Source: an optimization exercise on an open RTL-to-GDS flow (aim: small area). Production flows keep margins and buffers that such runs may drop.
In this exercise RTL edits were held to simulation tests only and were not proved equivalent to the original.
Power is estimated from default activity; no workload was simulated.

==> run a <==
## text
module text (
   input  wire        clk,
   input  wire        rst,
   input  wire [9:0]  pixel_x,
   input  wire [9:0]  pixel_y,
   input  wire [3:0]  dig0,
   input  wire [3:0]  dig1,
   input  wire [1:0]  ball_num,
   output wire [2:0]  text_strings_on,
   output reg         text_bit_on,
   output wire [2:0]  text_color
);
Settings: LEC_CHECK=0, ABC_AREA=1, CAP_MARGIN=20, CORE_MARGIN=2, CORE_UTILIZATION=25, CTS_BUF_LIST=sky130_fd_sc_hd__clkbuf_2 sky130_fd_sc_hd__clkbuf_4, SLEW_MARGIN=20, SYNTH_MEMORY_MAX_BITS=16384; clock period 10.0 ns.
standard.sh (not shown) runs the stock make flow with config.mk's settings and CLKGATE_MAP_FILE= SYNTH_SCRIPT=/design/flow/synth_recipe.tcl, a recipe that flattens the netlist after the stock synthesis.
==> flow/flow/run.sh <==
#!/bin/bash
# Own layout flow: the standard synthesis, then the combinational logic is
# re-mapped for area (flip-flops untouched, same names and cells), then the standard flow's
# standard layout (floorplan .. finish) with small port buffers.
set -euo pipefail
W=$PWD
F=$W/flow
R=$W/orfs/results/$FLOW_PLATFORM/text/base
YOSYS=${YOSYS_EXE:-$FLOW_HOME/../tools/install/yosys/bin/yosys}
[ -x "$YOSYS" ] || YOSYS=yosys
LIB=$FLOW_HOME/platforms/$FLOW_PLATFORM/lib/sky130_fd_sc_hd__tt_025C_1v80.lib

# 1. standard synthesis
bash standard.sh synth > $W/1_synth.log 2>&1

# 2. area re-mapping of the combinational logic
cp $R/1_2_yosys.v $W/1_2_yosys.std.v
if REMAP_LIB=$LIB REMAP_RESULTS=$R REMAP_ABC=$F/remap.script FLOW_TOP=$FLOW_TOP \
     $YOSYS -c $F/remap.tcl > $W/2_remap.log 2>&1 &&
   bash $F/eqcheck.sh $YOSYS $LIB $W/1_2_yosys.std.v $R/1_2_yosys.remap.v $FLOW_TOP > $W/3_eqcheck.log 2>&1; then
  cp $R/1_2_yosys.remap.v $R/1_2_yosys.v
  rm -f $R/1_synth.odb $R/1_synth.sdc
  echo "remapped netlist in use" >> $W/3_eqcheck.log
else
  echo "remap failed or not equivalent: standard netlist kept" >> $W/3_eqcheck.log
fi

# 3. standard layout
bash standard.sh "BUFFER_PORTS_ARGS=-buffer_cell sky130_fd_sc_hd__buf_1" finish > $W/4_layout.log 2>&1
==> flow/flow/eqcheck.sh <==
#!/bin/bash
# eqcheck.sh YOSYS LIB gold.v gate.v TOP : equivalence of two netlists, registers matched by name
Y=$1; LIB=$2; T=$5
D=$(mktemp -d)
sed "s/^module $T(/module gold(/; s/^module $T (/module gold (/" $3 > $D/gold.v
sed "s/^module $T(/module gate(/; s/^module $T (/module gate (/" $4 > $D/gate.v
$Y -p "read_liberty -ignore_miss_func $LIB; read_verilog $D/gold.v; read_verilog $D/gate.v; setattr -mod -set keep 1 gold gate; flatten gold gate; proc; opt_clean; async2sync; equiv_make gold gate equiv; hierarchy -top equiv; equiv_simple -seq 2; equiv_induct; equiv_status -assert"
r=$?; rm -rf $D; exit $r
==> flow/flow/remap.script <==
strash
dch -f
amap
==> flow/flow/remap.tcl <==
# Re-map the combinational logic of the standard synthesis netlist for area.
# The flip-flops are kept as they are (same instances, names and cells).
yosys -import
set lib $::env(REMAP_LIB)
set res $::env(REMAP_RESULTS)
read_liberty -ignore_miss_func $lib
read_verilog -defer $res/1_2_yosys.v
hierarchy -top $::env(FLOW_TOP)
# keep sequential cells as instances
foreach m [split [exec sh -c {grep -o 'sky130_fd_sc_hd__df[a-z0-9_]*' "$0" | sort -u} $res/1_2_yosys.v] "\n"] {
  if {$m ne ""} { setattr -mod -set keep_hierarchy 1 $m }
}
flatten
opt_clean -purge
stat
abc -script $::env(REMAP_ABC) -liberty $lib -dont_use sky130_fd_sc_hd__probe_p_8 -dont_use sky130_fd_sc_hd__probec_p_8 -dont_use *lpflow*
opt_clean -purge
hilomap -singleton -hicell sky130_fd_sc_hd__conb_1 HI -locell sky130_fd_sc_hd__conb_1 LO
insbuf -buf sky130_fd_sc_hd__buf_1 A X
splitnets
opt_clean -purge
hierarchy -top $::env(FLOW_TOP)
tee -o $res/remap_stat.txt stat -liberty $lib
select -module $::env(FLOW_TOP)
write_verilog -noattr -nohex -nodec -selected $res/1_2_yosys.remap.v
==> run b (differences from run a) <==
==> flow/run.sh (new file) <==
#!/bin/bash
# synth_recipe.tcl (not shown) runs the flow's synth.tcl, then flattens the netlist and writes it again
# the make line also repeats each setting of config.mk as NAME=value (left out here)
make -C /OpenROAD-flow-scripts/flow DESIGN_CONFIG=/design/flow/config.mk WORK_HOME=/design/flow/orfs CLKGATE_MAP_FILE= SYNTH_SCRIPT=/design/flow/synth_recipe.tcl finish
removed: flow/flow/run.sh
removed: flow/flow/eqcheck.sh
removed: flow/flow/remap.script
removed: flow/flow/remap.tcl
removed: flow/standard.sh
==> notes <==
Against run b, the power of run a is smaller by 13%. Worst hold slack is about the same in run b and run a. Core utilization: run b is higher than run a (0.22 points). Die area: run a is lower than run b (about 24%). Against run a, the sequential power of run b is higher by about 1%.

==> xenon: inputs <==
Another version of the RTL of text (not shown whole).
// text
module text (
   input  wire        clk,
   input  wire        rst,
   input  wire [9:0]  pixel_x,
   input  wire [9:0]  pixel_y,
   input  wire [3:0]  dig0,
   input  wire [3:0]  dig1,
   input  wire [1:0]  ball_num,
   output wire [2:0]  text_strings_on,
   output reg         text_bit_on,
   output wire [2:0]  text_color
);
   wire [1:0] sel;
   wire [6:0] info;
   combA u_a (.pixel_x(pixel_x), .pixel_y(pixel_y), .sel_o(sel), .info_o(info));
   reg [1:0] a_sel;
   reg [6:0] a_info;
   always @(posedge clk) begin
      a_sel  <= sel;
      a_info <= info;
   end
   wire [1:0] area_b;
   wire       dot_b;
   combB u_b (.a_sel(a_sel), .a_info(a_info), .dig0(dig0), .dig1(dig1), .ball_num(ball_num),
              .b_area(area_b), .b_dot(dot_b));
   reg [1:0] b_area, c_area, d_area, e_area;
   reg       b_dot, c_dot, d_dot;
   always @(posedge clk) begin
      b_area <= area_b;
      b_dot  <= dot_b;
      c_area <= b_area;
      c_dot  <= b_dot;
      d_area <= c_area;
      d_dot  <= c_dot;
      e_area <= d_area;
   end
   always @(posedge clk) begin
      if (rst)
         text_bit_on <= 1'b0;
      else
         text_bit_on <= d_dot;
   end
   assign text_strings_on = {e_area == 2'd3, e_area == 2'd2, e_area == 2'd1};
   assign text_color      = 3'b011;
endmodule
export LEC_CHECK = 0
export CAP_MARGIN = 20
export CORE_MARGIN = 2
export CORE_UTILIZATION = 25
export CTS_BUF_LIST = sky130_fd_sc_hd__clkbuf_4
export GPL_TIMING_DRIVEN = 0
export SLEW_MARGIN = 20
export SYNTH_MEMORY_MAX_BITS = 16384
create_clock -name core_clock -period 10.0 [get_ports {clk}]
==> flow/flow/run.sh <==
#!/bin/bash
# Own layout flow:
# 2. area syntheses of the same RTL (resynth*.tcl: Yosys generic synthesis without
#    fsm/share, flattened before or after mapping, or proc/flatten/techmap only;
#    ABC area mapping with a few scripts), its flip-flops renamed to the
#    standard netlist's names; the smallest result that Yosys proves equivalent to
#    the standard netlist (flip-flops paired by name) replaces it;
# 3. the standard layout (floorplan .. finish), with buf_1 port buffers.
set -euo pipefail
W=$PWD
F=$W/flow
R=$W/orfs/results/$FLOW_PLATFORM/text/base
YOSYS=${YOSYS_EXE:-$FLOW_HOME/../tools/install/yosys/bin/yosys}
[ -x "$YOSYS" ] || YOSYS=yosys
LIB=$FLOW_HOME/platforms/$FLOW_PLATFORM/lib/sky130_fd_sc_hd__tt_025C_1v80.lib
TO=""; command -v timeout > /dev/null && TO="timeout 900"

# 1. standard synthesis
bash standard.sh synth > $W/1_synth.log 2>&1
cp $R/1_2_yosys.v $W/1_2_yosys.std.v

# 2. area synthesis
best=""; best_area=""
for rs in $F/resynth*.tcl; do
for s in $F/remap*.script; do
  n=$(basename $rs .tcl)_$(basename $s .script)
  mkdir -p $W/$n
  if REMAP_LIB=$LIB REMAP_OUT=$W/$n REMAP_DESIGN=$FLOW_DESIGN REMAP_ABC=$s FLOW_TOP=$FLOW_TOP \
       $TO $YOSYS -c $rs > $W/2_$n.log 2>&1 &&
     python3 $F/rename_ffs.py $W/1_2_yosys.std.v $W/$n/1_2_yosys.raw.v $W/$n/1_2_yosys.remap.v >> $W/2_$n.log 2>&1 &&
     $TO bash $F/eqcheck.sh $YOSYS $LIB $W/1_2_yosys.std.v $W/$n/1_2_yosys.remap.v $FLOW_TOP > $W/3_eqcheck_$n.log 2>&1; then
    a=$(awk '/Chip area for (top )?module/ {print $NF}' $W/$n/remap_stat.txt | tail -1)
    echo "$n $a" >> $W/3_remap_areas.log
    if [ -z "$best" ] || awk -v a="$a" -v b="$best_area" 'BEGIN {exit !(a < b)}'; then
      best=$n; best_area=$a
    fi
  else
    echo "$n failed" >> $W/3_remap_areas.log
  fi
done
done
if [ -n "$best" ]; then
  cp $W/$best/1_2_yosys.remap.v $R/1_2_yosys.v
  rm -f $R/1_synth.odb $R/1_synth.sdc
  echo "using $best ($best_area)" >> $W/3_remap_areas.log
else
  echo "standard netlist kept" >> $W/3_remap_areas.log
fi

# 3. standard layout
bash standard.sh "BUFFER_PORTS_ARGS=-buffer_cell sky130_fd_sc_hd__buf_1" "CTS_ARGS=-sink_clustering_enable -sink_clustering_size 30 -sink_clustering_max_diameter 1000 -buf_list sky130_fd_sc_hd__clkbuf_4 -root_buf sky130_fd_sc_hd__clkbuf_4 -dont_use_dummy_load -repair_clock_nets" finish > $W/4_layout.log 2>&1
==> flow/flow/resynth_h.tcl <==
# Area synthesis of the design's RTL (design.v): Yosys's generic synthesis
# without its fsm and share passes, flattened, flip-flops mapped with
# dfflibmap, combinational logic mapped by ABC with an area script.
# rename_ffs.py then gives each flip-flop the name of the standard
# synthesis's flip-flop on the same net.
yosys -import
set lib $::env(REMAP_LIB)
set out $::env(REMAP_OUT)
set dont_use {-dont_use sky130_fd_sc_hd__probe_p_8 -dont_use sky130_fd_sc_hd__probec_p_8 -dont_use *lpflow*}
read_verilog -sv $::env(REMAP_DESIGN)
hierarchy -check -top $::env(FLOW_TOP)
synth -top $::env(FLOW_TOP) -nofsm -noshare -noabc
opt -purge
dfflibmap -liberty $lib {*}$dont_use
opt
setundef -zero
abc -script $::env(REMAP_ABC) -liberty $lib {*}$dont_use
flatten
opt_clean -purge
hilomap -hicell sky130_fd_sc_hd__conb_1 HI -locell sky130_fd_sc_hd__conb_1 LO

splitnets
opt_clean -purge
tee -o $out/remap_stat.txt stat -liberty $lib
write_verilog -noattr -nohex -nodec $out/1_2_yosys.raw.v
==> flow/flow/resynth_r.tcl <==
# Area synthesis of the design's RTL (design.v), kept close to the RTL's own
# gate structure: proc, flatten and techmap only (no fsm or share passes), flip-flops mapped with
# dfflibmap, combinational logic mapped by ABC with an area script.
# rename_ffs.py then gives each flip-flop the name of the standard
# synthesis's flip-flop on the same net.
yosys -import
set lib $::env(REMAP_LIB)
set out $::env(REMAP_OUT)
set dont_use {-dont_use sky130_fd_sc_hd__probe_p_8 -dont_use sky130_fd_sc_hd__probec_p_8 -dont_use *lpflow*}
read_verilog -sv $::env(REMAP_DESIGN)
hierarchy -check -top $::env(FLOW_TOP)
yosys proc
flatten
opt_clean
techmap
opt_clean
dfflibmap -liberty $lib {*}$dont_use
opt_clean
abc -script $::env(REMAP_ABC) -liberty $lib {*}$dont_use
opt_clean -purge
hilomap -hicell sky130_fd_sc_hd__conb_1 HI -locell sky130_fd_sc_hd__conb_1 LO

splitnets
opt_clean -purge
tee -o $out/remap_stat.txt stat -liberty $lib
write_verilog -noattr -nohex -nodec $out/1_2_yosys.raw.v
Other scripts of this flow, unchanged in this note and not shown: flow/flow/eqcheck.sh, flow/flow/remap1.script, flow/flow/remap10.script, flow/flow/remap2.script, flow/flow/remap3.script, flow/flow/remap4.script, flow/flow/remap5.script, flow/flow/remap6.script, flow/flow/remap7.script, flow/flow/remap8.script, flow/flow/remap9.script, flow/flow/rename_ffs.py, flow/flow/resynth.tcl
==> raven: changes against xenon <==
--- a/flow/flow/run.sh
+++ b/flow/flow/run.sh
@@ -2,5 +2,4 @@
 # Own layout flow:
-# 2. area syntheses of the same RTL (resynth*.tcl: Yosys generic synthesis without
-#    fsm/share, flattened before or after mapping, or proc/flatten/techmap only;
-#    ABC area mapping with a few scripts), its flip-flops renamed to the
+# 2. an area synthesis of the same RTL (Yosys generic synthesis without fsm/share,
+#    flattened; ABC area mapping with a few scripts), its flip-flops renamed to the
 #    standard netlist's names; the smallest result that Yosys proves equivalent to
@@ -23,8 +22,7 @@
 best=""; best_area=""
-for rs in $F/resynth*.tcl; do
 for s in $F/remap*.script; do
-  n=$(basename $rs .tcl)_$(basename $s .script)
+  n=$(basename $s .script)
   mkdir -p $W/$n
   if REMAP_LIB=$LIB REMAP_OUT=$W/$n REMAP_DESIGN=$FLOW_DESIGN REMAP_ABC=$s FLOW_TOP=$FLOW_TOP \
-       $TO $YOSYS -c $rs > $W/2_$n.log 2>&1 &&
+       $TO $YOSYS -c $F/resynth.tcl > $W/2_$n.log 2>&1 &&
      python3 $F/rename_ffs.py $W/1_2_yosys.std.v $W/$n/1_2_yosys.raw.v $W/$n/1_2_yosys.remap.v >> $W/2_$n.log 2>&1 &&
@@ -40,3 +38,2 @@
 done
-done
 if [ -n "$best" ]; then
removed: flow/flow/resynth_h.tcl
removed: flow/flow/resynth_r.tcl
==> results.ini <==
[pwr]
p_seq_w=0.0000888

[run_status]
status=no timing/DRC/antenna violations

[synthesis]
avgSynthCellArea_sq_um=6.03

[route]
drt_wl_total_mm=6.78

[end of results for xenon]
==> results.ini <==
[worst_hold_path]
hold_depth=0

[critical_path]
crit_path_max_incr_delay_ns=1.07

[floorplanning]
fp.dieW_um=93.7
core.rowCount=32

[route]
dr.pass1.iters=6

[run_status]
status=no timing/DRC/antenna violations

[finish]
design_area_sq_um=2300
seq_share_pct=18.3

[end of results for raven]

==> wip/indigo: inputs <==
text, a different RTL version from the one above (not shown whole).
// text
module text (
   input  wire        clk,
   input  wire        rst,
   input  wire [9:0]  pixel_x,
   input  wire [9:0]  pixel_y,
   input  wire [3:0]  dig0,
   input  wire [3:0]  dig1,
   input  wire [1:0]  ball_num,
   output wire [2:0]  text_strings_on,
   output reg         text_bit_on,
   output wire [2:0]  text_color
);
export LEC_CHECK = 0
export CAP_MARGIN = 20
export CORE_MARGIN = 2
export CORE_UTILIZATION = 22
export CTS_BUF_LIST = sky130_fd_sc_hd__clkbuf_4
export GPL_TIMING_DRIVEN = 0
export SLEW_MARGIN = 20
export SYNTH_MEMORY_MAX_BITS = 16384
create_clock -name core_clock -period 10.0 [get_ports {clk}]
==> flow/flow/run.sh <==
#!/bin/bash
# Own layout flow:
# 2. an area synthesis of the same RTL (Yosys generic synthesis without fsm/share,
#    flattened; ABC area mapping with a few scripts), its flip-flops renamed to the
#    standard netlist's names; the smallest result that Yosys proves equivalent to
#    the standard netlist (flip-flops paired by name) replaces it;
# 3. the standard layout (floorplan .. finish), with buf_1 port buffers.
set -euo pipefail
W=$PWD
F=$W/flow
R=$W/orfs/results/$FLOW_PLATFORM/text/base
YOSYS=${YOSYS_EXE:-$FLOW_HOME/../tools/install/yosys/bin/yosys}
[ -x "$YOSYS" ] || YOSYS=yosys
LIB=$FLOW_HOME/platforms/$FLOW_PLATFORM/lib/sky130_fd_sc_hd__tt_025C_1v80.lib
TO=""; command -v timeout > /dev/null && TO="timeout 900"

# 1. standard synthesis
bash standard.sh synth > $W/1_synth.log 2>&1
cp $R/1_2_yosys.v $W/1_2_yosys.std.v

# 2. area synthesis
best=""; best_area=""
for s in $F/remap*.script; do
  n=$(basename $s .script)
  mkdir -p $W/$n
  if REMAP_LIB=$LIB REMAP_OUT=$W/$n REMAP_DESIGN=$FLOW_DESIGN REMAP_ABC=$s FLOW_TOP=$FLOW_TOP \
       $TO $YOSYS -c $F/resynth.tcl > $W/2_$n.log 2>&1 &&
     python3 $F/rename_ffs.py $W/1_2_yosys.std.v $W/$n/1_2_yosys.raw.v $W/$n/1_2_yosys.remap.v >> $W/2_$n.log 2>&1 &&
     $TO bash $F/eqcheck.sh $YOSYS $LIB $W/1_2_yosys.std.v $W/$n/1_2_yosys.remap.v $FLOW_TOP > $W/3_eqcheck_$n.log 2>&1; then
    a=$(awk '/Chip area for (top )?module/ {print $NF}' $W/$n/remap_stat.txt | tail -1)
    echo "$n $a" >> $W/3_remap_areas.log
    if [ -z "$best" ] || awk -v a="$a" -v b="$best_area" 'BEGIN {exit !(a < b)}'; then
      best=$n; best_area=$a
    fi
  else
    echo "$n failed" >> $W/3_remap_areas.log
  fi
done
if [ -n "$best" ]; then
  cp $W/$best/1_2_yosys.remap.v $R/1_2_yosys.v
  rm -f $R/1_synth.odb $R/1_synth.sdc
  echo "using $best ($best_area)" >> $W/3_remap_areas.log
else
  echo "standard netlist kept" >> $W/3_remap_areas.log
fi

# 3. standard layout
bash standard.sh "BUFFER_PORTS_ARGS=-buffer_cell sky130_fd_sc_hd__buf_1" "CTS_ARGS=-sink_clustering_enable -sink_clustering_size 30 -sink_clustering_max_diameter 1000 -buf_list sky130_fd_sc_hd__clkbuf_4 -root_buf sky130_fd_sc_hd__clkbuf_4 -dont_use_dummy_load -repair_clock_nets" finish > $W/4_layout.log 2>&1
==> flow/flow/remap10.script <==
strash
dch -f
amap -m
strash
dch -f
amap -m
strash
dch -f
amap -m
==> flow/flow/remap9.script <==
strash
dch -f
amap -m
Other scripts of this flow, unchanged in this note and not shown: flow/flow/eqcheck.sh, flow/flow/remap1.script, flow/flow/remap2.script, flow/flow/remap3.script, flow/flow/remap4.script, flow/flow/remap5.script, flow/flow/remap6.script, flow/flow/remap7.script, flow/flow/remap8.script, flow/flow/rename_ffs.py, flow/flow/resynth.tcl
==> wip/sierra: changes against wip/indigo <==
- CORE_UTILIZATION: 22 -> 30
removed: flow/flow/remap10.script
removed: flow/flow/remap9.script
==> summary of the runs <==
In wip/sierra the register-to-register slack is better than in wip/indigo, by 0.17 ns.
In sequential power, wip/indigo and wip/sierra hardly differ.
Synthesized cell count is the same in wip/sierra and wip/indigo.
Between wip/sierra and wip/indigo, the lower global-route usage is in wip/indigo (gap 5.2 points).
Between wip/indigo and wip/sierra, the lower die area is in wip/sierra (gap 35%, measured against wip/sierra).
==> figures <==
Run status: wip/sierra complete, no violations; wip/indigo complete, no violations
Standard-cell row count: wip/sierra 29; wip/indigo 34
Met2 Track Usage GR: wip/sierra 32.4%; wip/indigo 23.0%
Met1 Resource Use GR: wip/sierra 22.3%; wip/indigo 15.1%
Clock-net power: wip/sierra 34.3 uW; wip/indigo 36.7 uW
Total met3 wirelength after detailed routing: wip/sierra 658 um; wip/indigo 565 um
DRT Wirelength: wip/sierra 6.56 mm; wip/indigo 6.62 mm
Hold Slack: wip/sierra 0.337 ns; wip/indigo 0.310 ns
Leakage power summed over all cells: wip/sierra 0.728 nW; wip/indigo 0.726 nW
Setup WS pre-CTS: wip/sierra 3.19 ns; wip/indigo 2.89 ns
Slack of the critical path: wip/sierra 3.29 ns; wip/indigo 2.94 ns

## what the ideal ports hide
No port has a modelled driver above. Below, the same layouts with a new extraction and two added sets of constraints. Step 1 (the two cells are an assumption about what drives the block):
set clk [get_ports {clk}]
set_driving_cell -lib_cell sky130_fd_sc_hd__clkbuf_16 $clk
set_driving_cell -lib_cell sky130_fd_sc_hd__buf_2 [delete_from_list [all_inputs] $clk]
Step 2 times the ports against the registers' clock, not the clock port: input delays grow and output delays shrink by t, the midpoint of the rising clock arrivals with the driver on. Slacks: ideal / step 1 / step 2; pairs: ideal / step 1.
| run | t, ns | setup slack, ns | latest minus earliest clock arrival (ns) |
|---|---|---|---|
| run a | 0.323 | 2.755 / 2.761 / 2.438 | 0.001 / 0.001 |
| run b | 0.310 | 4.863 / 4.863 / 4.553 | 0.006 / 0.005 |
| xenon | 0.323 | 2.755 / 2.758 / 2.435 | 0.019 / 0.019 |
| raven | 0.306 | 2.952 / 2.953 / 2.646 | 0.027 / 0.027 |
| wip/indigo | 0.316 | 2.943 / 2.942 / 2.626 | 0.020 / 0.020 |
| wip/sierra | 0.299 | 3.288 / 3.281 / 2.982 | 0.020 / 0.019 |
After both steps every run listed still meets setup and hold. The setup slack of xenon, which loses most, moves by +0.003 ns with the drivers and by -0.320 ns with both steps.
